Background: an optimization exercise with open tools, aiming at small area, a short achievable clock period and few clock cycles. Do not read the settings as production practice.
Function was not checked in any run shown here: the RTL went through the layout flow alone.

==> flow/design.v (outline; a module is shown in full before it is edited, if it fits) <==
// module seq_multi: 970 lines
module seq_multi #(
    parameter WIDTH = 32
)
(
    input wire logic clk,
    input wire logic rst,
    input wire logic start,
    input wire logic [WIDTH - 1:0] multiplier,
    input wire logic [WIDTH - 1:0] multiplicand,
    output logic busy,
    output logic [(WIDTH * 2) - 1:0] product
);
  // ...
==> flow/run.sh <==
#!/bin/bash
# synth_recipe.tcl (not shown) runs the flow's synth.tcl, then flattens the netlist and writes it again
# the make line also repeats each setting of config.mk as NAME=value (left out here)
make -C /OpenROAD-flow-scripts/flow DESIGN_CONFIG=/design/flow/config.mk WORK_HOME=/design/flow/orfs CLKGATE_MAP_FILE= SYNTH_SCRIPT=/design/flow/synth_recipe.tcl finish
==> flow/config.mk <==
export PLATFORM = sky130hd
export DESIGN_NAME = seq_multi
export DESIGN_NICKNAME = seq_multi
export VERILOG_FILES = /design/flow/design.v
export SDC_FILE = /design/flow/constraint.sdc
export NUM_CORES = 4
export LEC_CHECK = 0
export CAP_MARGIN = 20
export CORE_MARGIN = 2
export CORE_UTILIZATION = 40
export SLEW_MARGIN = 20
==> flow/constraint.sdc <==
create_clock -name core_clock -period 5.0 [get_ports {clk}]
set_input_delay 1.0000 -clock core_clock [delete_from_list [all_inputs] [get_ports {clk}]]
set_output_delay 1.0000 -clock core_clock [all_outputs]
set_load 0.01 [all_outputs]
==> impl_metrics.prom, run 1 <==
# TYPE chip_impl_metric gauge
chip_impl_metric{name="met2_usage",unit="%"} 48.7
chip_impl_metric{name="worst-r2r-cell-count",unit=""} 16
chip_impl_metric{name="post_synth_instance_area",unit="mm²"} 0.0240
chip_impl_info{name="synthMostInstantiatedCell",value="sky130_fd_sc_hd__inv_1"} 1
chip_impl_metric{name="area.growth.synth_to_final",unit="%"} 23.0
chip_impl_info{name="unrepaired_setup_endpoints_after_global_routing",value="true"} 1
chip_impl_metric{name="numSequentialCells",unit=""} 176
chip_impl_metric{name="crit_path_max_fanout",unit=""} 9
chip_impl_metric{name="post_synth_mux_area_share",unit="%"} 3.34
chip_impl_info{name="synth_area_leaders",value="sky130_fd_sc_hd__fa_1, sky130_fd_sc_hd__dfxtp_1, sky130_fd_sc_hd__xnor2_1"} 1
chip_impl_info{name="top_layer",value="met5"} 1
chip_impl_metric{name="critPathArrivalTime",unit="ns"} 3.89
chip_impl_metric{name="clock_tree_area_fraction",unit="%"} 2.08
chip_impl_info{name="hold_path_startpoint",value="m[19]"} 1
chip_impl_metric{name="die-area",unit="mm²"} 0.0619
chip_impl_metric{name="cts_max_path_buffers",unit=""} 2
chip_impl_metric{name="postRouteWirelength",unit="mm"} 103
chip_impl_metric{name="postLayoutCoreUtil",unit="%"} 49.9
chip_impl_metric{name="r2r_setup_slack",unit="ns"} 0.18
chip_impl_metric{name="route.vias.total",unit=""} 23400
chip_impl_metric{name="yosys.area.top_type_share",unit="%"} 23.6
chip_impl_info{name="layout_top_registers",value="c (64), s (64), m (32)"} 1
chip_impl_metric{name="fraction_of_standard_cell_area_in_multi_input_logic",unit="%"} 62.0
chip_impl_metric{name="cts_max_level",unit=""} 4
chip_impl_metric{name="hold_violations",unit=""} 0
chip_impl_metric{name="place_congestion",unit=""} 1.01
chip_impl_metric{name="nNonClkBuffers",unit=""} 514
chip_impl_metric{name="layout.buffer.nonclock.area_share",unit="%"} 15.5
chip_impl_metric{name="skew",unit="ns"} 0.0115
chip_impl_metric{name="antenna_violations_before_repair",unit=""} 2
chip_impl_info{name="worstReg2RegEnd",value="s[31]"} 1
chip_impl_info{name="worstPathCellList",value="ha_2 > and3_1 > and3_1 > a21oi_1 > o21ai_1 > a31oi_4 > o41ai_4 > a311oi_2 > xnor2_1 > clkdlybuf4s50_1"} 1
chip_impl_info{name="worst_path_most_repeated_cell",value="sky130_fd_sc_hd__and3_1"} 1
chip_impl_metric{name="detail_route.wirelength.met1",unit="mm"} 44.3
chip_impl_metric{name="fin_cells",unit=""} 3960
chip_impl_metric{name="ctsHoldBuffers",unit=""} 0
chip_impl_info{name="status",value="complete, no violations"} 1
chip_impl_info{name="dominant-cell-class",value="multi-input combinational cells"} 1
chip_impl_metric{name="final_count_of_pins_violating_max_slew",unit=""} 0
chip_impl_metric{name="vias_per_std_cell",unit=""} 5.92
chip_impl_info{name="whs_endpoint",value="m[19]"} 1
==> run 2, diff against run 1 <==
==> flow/flow/run.sh (new file) <==
#!/bin/bash
# The standard layout, with the port buffers made of buf_4 cells instead of the
# delay-buffer cells buffer_ports picks by default.
set -euo pipefail
export BUFFER_PORTS_ARGS="-buffer_cell sky130_fd_sc_hd__buf_4"
bash standard.sh finish > standard.log 2>&1
==> flow/standard.sh (new file) <==
#!/bin/bash
# synth_recipe.tcl (not shown) runs the flow's synth.tcl, then flattens the netlist and writes it again
# the make line also repeats each setting of config.mk as NAME=value (left out here)
make -C /OpenROAD-flow-scripts/flow DESIGN_CONFIG=/design/flow/config.mk WORK_HOME=/design/flow/orfs CLKGATE_MAP_FILE= SYNTH_SCRIPT=/design/flow/synth_recipe.tcl "${@:-finish}"
removed: flow/run.sh
==> run 2 against run 1 <==
Compared with the run above:
- die area unchanged
- sequential share of layout area up 0.76 points
- cell area fell by 5.8%
- register-to-register slack worse by 0.05 ns
- count of clock-buffer cells in the layout shrank 1
- worst hold slack got worse by 0.012 ns
- core utilization decreased by 2.9 points
- still clean
- first-iteration DRC count down 8.0%
==> impl_metrics.prom, run 2 <==
# TYPE chip_impl_metric gauge
chip_impl_info{name="status",value="complete, no violations"} 1
chip_impl_metric{name="antenna_violating_nets_post_route",unit=""} 0
chip_impl_metric{name="drive_gt1_share",unit="%"} 14.2
chip_impl_metric{name="final_min_period_over_clock_period",unit="%"} 97.4
chip_impl_metric{name="effective_utilization_at_floorplan",unit="%"} 40.5
chip_impl_metric{name="cts_max_path_buffers",unit=""} 2
chip_impl_metric{name="fmax",unit="GHz"} 0.205
chip_impl_metric{name="skew",unit="ns"} 0.0169
chip_impl_metric{name="pin_count_of_the_biggest_net_entering_global_routing",unit=""} 111
chip_impl_metric{name="place_congestion",unit=""} 1.03
chip_impl_info{name="synthMostInstantiatedCell",value="sky130_fd_sc_hd__inv_1"} 1
chip_impl_metric{name="core.rowCount",unit=""} 89
chip_impl_metric{name="ctsHoldBuffers",unit=""} 0
chip_impl_info{name="cts_tree",value="yes"} 1
chip_impl_metric{name="post_synth_instance_area",unit="mm²"} 0.0240
chip_impl_metric{name="grt_overflow",unit=""} 0
chip_impl_metric{name="antenna_violations_before_repair",unit=""} 2
chip_impl_metric{name="postRouteWirelength",unit="mm"} 102
chip_impl_metric{name="synth.yosys.seq_area_share",unit="%"} 15.3
chip_impl_metric{name="route.vias.total",unit=""} 22700
chip_impl_metric{name="cell_total_after_placement",unit=""} 3758
chip_impl_metric{name="worst_slew_margin_rel",unit="%"} 47.8
chip_impl_metric{name="crit_path_max_fanout",unit=""} 60
chip_impl_info{name="end_kind",value="flop"} 1
chip_impl_metric{name="worst_setup_hold_path_clk_slew",unit="ns"} 0.08
chip_impl_metric{name="mean_routed_wirelength_per_cell",unit="µm"} 27.0
chip_impl_metric{name="number_of_global_route_vias_before_repair",unit=""} 22400
chip_impl_metric{name="worst_ep_required_time",unit="ns"} 5.39
chip_impl_metric{name="final_hpwl_dp",unit="mm"} 83.0
chip_impl_metric{name="stdcell_area",unit="mm²"} 0.0278
chip_impl_info{name="layout_top_registers",value="c (64), s (64), m (32)"} 1
chip_impl_metric{name="postSynthCellCount",unit=""} 2899
chip_impl_info{name="synth-main-ff-cell",value="sky130_fd_sc_hd__dfxtp_1"} 1
chip_impl_metric{name="setup_viol",unit=""} 0
chip_impl_metric{name="synth_seq_cells",unit=""} 176
chip_impl_metric{name="die-area",unit="mm²"} 0.0619
chip_impl_metric{name="yosys.area.top_type_share",unit="%"} 23.6
chip_impl_metric{name="drtIter0Drc",unit=""} 2711
chip_impl_metric{name="io_pins",unit=""} 132
chip_impl_metric{name="synth_warnings",unit=""} 1
chip_impl_metric{name="aggregate_global_route_resource_usage",unit="%"} 32.8
chip_impl_metric{name="finalWorstPathRequiredPeriod",unit="ns"} 4.87
chip_impl_metric{name="grt_first_pass_wirelength",unit="mm"} 150
chip_impl_metric{name="num_cts_buffers",unit=""} 17
chip_impl_metric{name="latest_clock_arrival_within_the_worst_skew_pair",unit="ns"} 0.50
chip_impl_metric{name="placement.io_buffers",unit=""} 131
chip_impl_info{name="synth_commonest_cells",value="sky130_fd_sc_hd__inv_1, sky130_fd_sc_hd__fa_1, sky130_fd_sc_hd__xnor2_1, sky130_fd_sc_hd__o22ai_1, sky130_fd_sc_hd__clkbuf_1"} 1
chip_impl_info{name="unrepaired_setup_endpoints_after_global_routing",value="false"} 1
chip_impl_info{name="most_frequent_standard_cell_in_the_layout_excluding_fill_and_tap_cells",value="sky130_fd_sc_hd__inv_1"} 1
chip_impl_metric{name="synth.net_count",unit=""} 3353
chip_impl_metric{name="overall_die_width",unit="µm"} 249
chip_impl_info{name="min_delay_worst_type",value="flop to flop"} 1
chip_impl_info{name="yosys.area.top_type",value="sky130_fd_sc_hd__fa_1"} 1
chip_impl_metric{name="vias_per_std_cell",unit=""} 6.00
chip_impl_metric{name="postSynth.asyncResetShare",unit="%"} 0
chip_impl_metric{name="fin_cells",unit=""} 3792
chip_impl_metric{name="number_of_nets_in_the_layout",unit=""} 3461
chip_impl_metric{name="core-area",unit="mm²"} 0.0591
chip_impl_metric{name="firstDrtPassIters",unit=""} 6
chip_impl_info{name="setup.worst_path.class",value="flop to flop"} 1
chip_impl_metric{name="maxCapViolations",unit=""} 0
chip_impl_metric{name="synth_enable_flop_cells",unit=""} 15
chip_impl_info{name="most-common-layout-cells",value="sky130_fd_sc_hd__inv_1, sky130_fd_sc_hd__buf_4, sky130_fd_sc_hd__fa_1"} 1
chip_impl_metric{name="hold_slack",unit="ns"} 0.534
chip_impl_metric{name="critPathArrivalTime",unit="ns"} 5.26
chip_impl_info{name="critPathLaunchType",value="flop"} 1
chip_impl_metric{name="cts_sinks",unit=""} 176
chip_impl_metric{name="detailed_place.area",unit="mm²"} 0.0271
chip_impl_metric{name="detail_route.drc_violations",unit=""} 0
chip_impl_metric{name="final_count_of_pins_violating_max_slew",unit=""} 0
chip_impl_metric{name="hold_violations",unit=""} 0
chip_impl_metric{name="slew_at_the_pin_closest_to_its_max_slew_limit",unit="ns"} 0.778
chip_impl_metric{name="post_synth.cell_area_avg",unit="µm²"} 8.27
chip_impl_metric{name="cts_max_level",unit=""} 4
chip_impl_info{name="synth_area_leaders",value="sky130_fd_sc_hd__fa_1, sky130_fd_sc_hd__dfxtp_1, sky130_fd_sc_hd__xnor2_1"} 1
chip_impl_metric{name="synth.lib_cells_used.distinct",unit=""} 73
chip_impl_info{name="cell_at_the_root_of_the_clock_tree",value="sky130_fd_sc_hd__clkbuf_16"} 1
chip_impl_metric{name="die_height",unit="µm"} 249
chip_impl_metric{name="area.growth.synth_to_final",unit="%"} 15.9
==> run 2: changes by cell type in the layout (fill, tap and decap cells not counted), moves of 5 or more <==
cell,change
sky130_fd_sc_hd__fa_2,-13
sky130_fd_sc_hd__buf_12,+6
sky130_fd_sc_hd__clkdlybuf4s50_1,-121
sky130_fd_sc_hd__a21oi_2,-5
sky130_fd_sc_hd__fa_1,+13
sky130_fd_sc_hd__ha_1,+6
sky130_fd_sc_hd__dlymetal6s2s_1,-5
sky130_fd_sc_hd__a21oi_1,+5
sky130_fd_sc_hd__buf_4,-43
sky130_fd_sc_hd__ha_2,-6
==> run 2: per-layer routing <==
layer	vias to the layer above	GRT usage, %	share of wire [%]
met5	-	0	0
met3	193	7.84	11
met4	0	12.3	4.1
met1	11100	46.1	43
met2	1405	48.6	42
li1	10000	-	-
==> run 2: timing repair <==
action                     CTS  global route
setup endpoints to repair    0            23
buffers inserted             0             3
gates resized for setup      0             5
==> run 2: cell families after synthesis <==
kind of cell | count (synthesis) | share of synthesized area (%)
compound gates | 796 | 21.1
simple gates | 528 | 10.0
fa+ha+maj | 387 | 29.0
flops | 176 | 15.3
buf+inv | 621 | 9.81
mux | 80 | 3.34
other cells | 1 | 0.0156
xor+xnor | 310 | 11.4
==> run 2: stage by stage <==
step	util (%)	TNS, ns	setup WS [ns]
after floorplan	-	0	0.0434
after global placement	45.8	-14.05	-0.393
after detailed placement	45.9	-15.11	-0.380
after CTS	46.9	0	0.0908
after global routing	47.0	0	0.0273
final	47.0	0	0.131
==> run 2: path summary, 6_finish.rpt <==
kind,from,to,slack [ns],cells past startpoint
worst max-delay path,busy,s[27],0.13,18
worst min-delay path,m[19],m[19],0.53,2
worst max register to register,busy,s[27],0.13,18
worst min register to register,m[19],m[19],0.53,2
==> run 2: final cells by class <==
type	instances	area, µm²
timing repair buffer	347	3110
antenna	2	5.00
multi-input combinational	2102	18100
clock inverter	11	131
tap	773	967
clock buffer	18	439
inverter	363	1360
sequential	176	3680
fill	5811	31300
==> run 2: critical path, cell delays in order (launching register included) <==
cell and delay [ns]:
sky130_fd_sc_hd__dfxtp_4 0.55, sky130_fd_sc_hd__buf_12 0.31, sky130_fd_sc_hd__mux2i_1 0.34, sky130_fd_sc_hd__buf_12 0.20
sky130_fd_sc_hd__inv_1 0.07, sky130_fd_sc_hd__mux2i_1 0.13, sky130_fd_sc_hd__a221oi_1 0.09, sky130_fd_sc_hd__buf_4 0.17
sky130_fd_sc_hd__a21oi_1 0.40, sky130_fd_sc_hd__fa_1 0.27, sky130_fd_sc_hd__inv_1 0.06, sky130_fd_sc_hd__fa_1 0.53
sky130_fd_sc_hd__inv_1 0.07, sky130_fd_sc_hd__fa_1 0.51, sky130_fd_sc_hd__fa_1 0.52, sky130_fd_sc_hd__nand2_1 0.10
sky130_fd_sc_hd__nand2_1 0.10, sky130_fd_sc_hd__a21oi_1 0.18, sky130_fd_sc_hd__a21oi_1 0.06
==> run 3, diff against run 2 <==
--- a/flow/config.mk
+++ b/flow/config.mk
@@ -8,4 +8,5 @@
 export CAP_MARGIN = 20
 export CORE_MARGIN = 2
 export CORE_UTILIZATION = 40
+export SETUP_SLACK_MARGIN = 0.5
 export SLEW_MARGIN = 20
==> run 3 against run 2 <==
Compared with the run above:
- clock skew is 0.0019 ns lower
- cell area increased by 3.6%
- core utilization is 1.7 points higher
- critical endpoint is now product[53]
==> impl_metrics.prom, run 3 <==
# TYPE chip_impl_metric gauge
chip_impl_metric{name="fmax",unit="GHz"} 0.222
chip_impl_metric{name="cts_sinks",unit=""} 176
chip_impl_info{name="cts_tree",value="yes"} 1
chip_impl_metric{name="postSynthCellCount",unit=""} 2899
chip_impl_info{name="critPathLaunchType",value="flop"} 1
chip_impl_metric{name="crit_path_max_cell_delay",unit="ns"} 0.54
chip_impl_metric{name="hold_violations",unit=""} 0
chip_impl_metric{name="worst_slew_margin_rel",unit="%"} 45.7
chip_impl_metric{name="synth.yosys.seq_area_share",unit="%"} 15.3
chip_impl_metric{name="crit_buf_inv",unit=""} 1
chip_impl_metric{name="grt_first_pass_wirelength",unit="mm"} 152
chip_impl_info{name="synth_area_leaders",value="sky130_fd_sc_hd__fa_1, sky130_fd_sc_hd__dfxtp_1, sky130_fd_sc_hd__xnor2_1"} 1
chip_impl_metric{name="final_hpwl_dp",unit="mm"} 82.0
chip_impl_metric{name="latest_clock_arrival_within_the_worst_skew_pair",unit="ns"} 0.51
chip_impl_metric{name="placement.io_buffers",unit=""} 131
chip_impl_metric{name="finalWorstPathRequiredPeriod",unit="ns"} 4.50
chip_impl_info{name="worstPathCellList",value="ha_2 > and3_1 > and3_1 > a21oi_1 > o21ai_1 > a31oi_4 > o41a_1 > o31a_1 > xnor2_2 > buf_4"} 1
chip_impl_metric{name="num_cts_buffers",unit=""} 17
chip_impl_metric{name="synth.lib_cells_used.distinct",unit=""} 73
chip_impl_info{name="path_delay_family",value="compound AO/OA/AOI/OAI gates"} 1
chip_impl_info{name="layout_top_registers",value="c (64), s (64), m (32)"} 1
chip_impl_metric{name="number_of_nets_in_the_layout",unit=""} 3458
chip_impl_info{name="status",value="complete, no violations"} 1
chip_impl_metric{name="antenna_violations_before_repair",unit=""} 4
chip_impl_info{name="most_frequent_standard_cell_in_the_layout_excluding_fill_and_tap_cells",value="sky130_fd_sc_hd__inv_1"} 1
chip_impl_metric{name="mean_routed_wirelength_per_cell",unit="µm"} 27.6
chip_impl_metric{name="drtIter0Drc",unit=""} 2935
chip_impl_metric{name="postRouteWirelength",unit="mm"} 105
chip_impl_metric{name="hold_slack",unit="ns"} 0.548
chip_impl_metric{name="number_of_global_route_vias_before_repair",unit=""} 22200
chip_impl_metric{name="synth_enable_flop_cells",unit=""} 15
chip_impl_metric{name="grt_overflow",unit=""} 0
chip_impl_metric{name="r2r_setup_slack",unit="ns"} 0.51
chip_impl_metric{name="effective_utilization_at_floorplan",unit="%"} 40.5
chip_impl_metric{name="critPathArrivalTime",unit="ns"} 3.50
chip_impl_metric{name="maxCapViolations",unit=""} 0
chip_impl_info{name="critical_path.slowest_cell",value="sky130_fd_sc_hd__o41a_1"} 1
chip_impl_metric{name="post_synth_instance_area",unit="mm²"} 0.0240
chip_impl_metric{name="crit_path_max_fanout",unit=""} 7
chip_impl_info{name="synth_commonest_cells",value="sky130_fd_sc_hd__inv_1, sky130_fd_sc_hd__fa_1, sky130_fd_sc_hd__xnor2_1, sky130_fd_sc_hd__o22ai_1, sky130_fd_sc_hd__clkbuf_1"} 1
chip_impl_metric{name="firstDrtPassIters",unit=""} 6
chip_impl_info{name="end_kind",value="output pin"} 1
chip_impl_metric{name="setup_slack",unit="ns"} 0.504
chip_impl_metric{name="synth_seq_cells",unit=""} 176
chip_impl_info{name="worst_path_most_repeated_cell",value="sky130_fd_sc_hd__and3_1"} 1
chip_impl_metric{name="synth.net_count",unit=""} 3353
chip_impl_metric{name="die_height",unit="µm"} 249
chip_impl_info{name="setup.worst_path.class",value="flop to output pin"} 1
chip_impl_metric{name="setup_viol",unit=""} 0
chip_impl_info{name="synthMostInstantiatedCell",value="sky130_fd_sc_hd__inv_1"} 1
chip_impl_metric{name="io_pins",unit=""} 132
chip_impl_metric{name="cts_max_level",unit=""} 4
chip_impl_metric{name="skew",unit="ns"} 0.0150
chip_impl_metric{name="place_congestion",unit=""} 1.00
chip_impl_metric{name="stdcell_area",unit="mm²"} 0.0288
chip_impl_metric{name="aggregate_global_route_resource_usage",unit="%"} 33.1
chip_impl_metric{name="route.vias.total",unit=""} 23100
chip_impl_metric{name="final_count_of_pins_violating_max_slew",unit=""} 0
chip_impl_metric{name="antenna_violating_nets_post_route",unit=""} 0
chip_impl_metric{name="area.growth.synth_to_final",unit="%"} 20.1
chip_impl_metric{name="num-fill-cells",unit=""} 5693
chip_impl_metric{name="pin_count_of_the_biggest_net_entering_global_routing",unit=""} 60
chip_impl_metric{name="worst_setup_hold_path_clk_slew",unit="ns"} 0.08
chip_impl_metric{name="post_synth.cell_area_avg",unit="µm²"} 8.27
chip_impl_metric{name="fin_cells",unit=""} 3792
chip_impl_metric{name="detailed_place.area",unit="mm²"} 0.0268
chip_impl_info{name="unrepaired_setup_endpoints_after_global_routing",value="true"} 1
chip_impl_info{name="min_delay_worst_type",value="flop to flop"} 1
chip_impl_metric{name="ctsHoldBuffers",unit=""} 0
chip_impl_metric{name="postSynth.asyncResetShare",unit="%"} 0
chip_impl_metric{name="cts_max_path_buffers",unit=""} 2
chip_impl_metric{name="core-area",unit="mm²"} 0.0591
chip_impl_metric{name="detailedPlace.worstSlack",unit="ns"} -0.00891
chip_impl_metric{name="core.rowCount",unit=""} 89
chip_impl_info{name="synth-main-ff-cell",value="sky130_fd_sc_hd__dfxtp_1"} 1
chip_impl_metric{name="worst_ep_required_time",unit="ns"} 4.00
chip_impl_metric{name="final_min_period_over_clock_period",unit="%"} 89.9
chip_impl_metric{name="die-area",unit="mm²"} 0.0619
chip_impl_metric{name="synth_warnings",unit=""} 1
chip_impl_metric{name="detail_route.drc_violations",unit=""} 0
chip_impl_info{name="yosys.area.top_type",value="sky130_fd_sc_hd__fa_1"} 1
chip_impl_info{name="cell_at_the_root_of_the_clock_tree",value="sky130_fd_sc_hd__clkbuf_16"} 1
chip_impl_metric{name="overall_die_width",unit="µm"} 249
chip_impl_metric{name="cell_total_after_placement",unit=""} 3709
chip_impl_metric{name="yosys.area.top_type_share",unit="%"} 23.6
chip_impl_metric{name="drive_gt1_share",unit="%"} 20.2
chip_impl_info{name="most-common-layout-cells",value="sky130_fd_sc_hd__inv_1, sky130_fd_sc_hd__buf_4, sky130_fd_sc_hd__xnor2_1"} 1
chip_impl_metric{name="vias_per_std_cell",unit=""} 6.10
chip_impl_metric{name="slew_at_the_pin_closest_to_its_max_slew_limit",unit="ns"} 0.813
==> run 3: cell types whose count changed in the layout (fill, tap and decap cells not counted), sizes merged <==
cell,before,now
buf,347,340
bufbuf,0,2
bufinv,2,0
clkbuf,18,19
clkinv,4,8
clkinvlp,3,0
inv,365,370
==> run 3: cell type report <==
| type | instances | area [µm²] | area share [%] |
|---|---|---|---|
| clock buffers | 17 | 425 | 1.48 |
| inverters | 363 | 1380 | 4.78 |
| flip-flops and latches | 176 | 3680 | 12.8 |
| diodes | 2 | 5.00 | 0.0174 |
| well taps | 773 | 967 | 3.36 |
| multi-input cells | 2102 | 19000 | 66.0 |
| clock inverters | 15 | 209 | 0.726 |
| repair buffers | 344 | 3130 | 10.9 |
==> run 3: worst reg2reg max path, delay by kind of cell, from the launching register on <==
family | cells | cell delay [ns]
fa+ha+maj | 4 | 2.01
compound gates | 3 | 0.89
buf+inv | 5 | 0.62
flops | 1 | 0.40
mux | 2 | 0.35
simple gates | 1 | 0.13
==> run 3: metrics by stage <==
stage | setup TNS (ns) | utilization, %
final | 0 | 48.7
after global placement | 0 | 45.3
after detailed placement | -0.00891 | 45.3
after floorplan | 0 | -
after CTS | 0 | 47.0
after global routing | 0 | 48.7
==> run 3: layer usage <==
metal  global-route usage (%)  routed length (µm)  vias to the layer above  part of all wire (%)
met5                        0                   0                        -                     0
li1                         -                   -                    10000                     -
met4                     9.39                3150                        0                   3.0
met2                     49.8               45700                     1360                    44
met3                     6.69               11200                      188                    11
met1                     47.8               44600                    11600                    43
==> run 3: cells by family (layout without fill, tap and decap cells) <==
| logic type | after synthesis | in the layout | synth area share, % |
|---|---|---|---|
| DFF | 176 | 176 | 15.3 |
| xor gates and xnor gates | 310 | 310 | 11.4 |
| and+or+nand+nor | 528 | 528 | 10.0 |
| muxes | 80 | 80 | 3.34 |
| buffers and inverters | 621 | 739 | 9.81 |
| other | 1 | 3 | 0.0156 |
| adders and majority gates | 387 | 387 | 29.0 |
| AOI/OAI and AO/OA | 796 | 796 | 21.1 |
==> run 3: repair_timing <==
action,in CTS,in global routing
cloned,2,2
buffers inserted,8,37
pin swaps,16,90
endpoints found under the setup margin,88,98
gates resized for setup,45,173
==> run 3: path summary, 6_finish.rpt <==
check                                    to  startpoint  depth (start not counted)
worst min-delay path                  m[18]       m[18]                          2
worst min register to register        m[18]       m[18]                          2
worst max-delay path            product[53]       s[24]                         10
worst max register to register        c[26]        busy                         15

==> afterwards: timing with drivers on the ports <==
The results above use ideal ports. As a check the final layouts listed here were re-extracted and re-timed, cells and wires unchanged.
Step 1 sets driving cells, clkbuf_16 on the clock port and buf_2 on the other inputs (assumed; they add their load-dependent delay and slew).
Step 2 adds t to the input delays and takes it off the output delays; t is the mean of the earliest and latest rising clock arrival at the registers after step 1. Input paths then give back, and output paths get back, about the clock's delay inside the block.
Three values: no drivers, after step 1, after step 2; two values: the first two.
| run | shift t [ns] | setup slack, ns | latest minus earliest clock arrival (ns) | cell pins on the clock port's net |
|---|---|---|---|---|
| run 1 | 0.549 | 0.106 / 0.050 / -0.403 | 0.012 / 0.012 | 1 |
| run 2 | 0.552 | 0.131 / 0.123 / -0.328 | 0.017 / 0.017 | 1 |
| run 3 | 0.571 | 0.504 / 0.437 / 0.011 | 0.016 / 0.016 | 1 |
Met with ideal ports but missed after step 2: setup timing in run 1 and run 2. For run 1, which loses most, drivers alone change the setup slack by -0.056 ns; drivers and shift together by -0.509 ns.
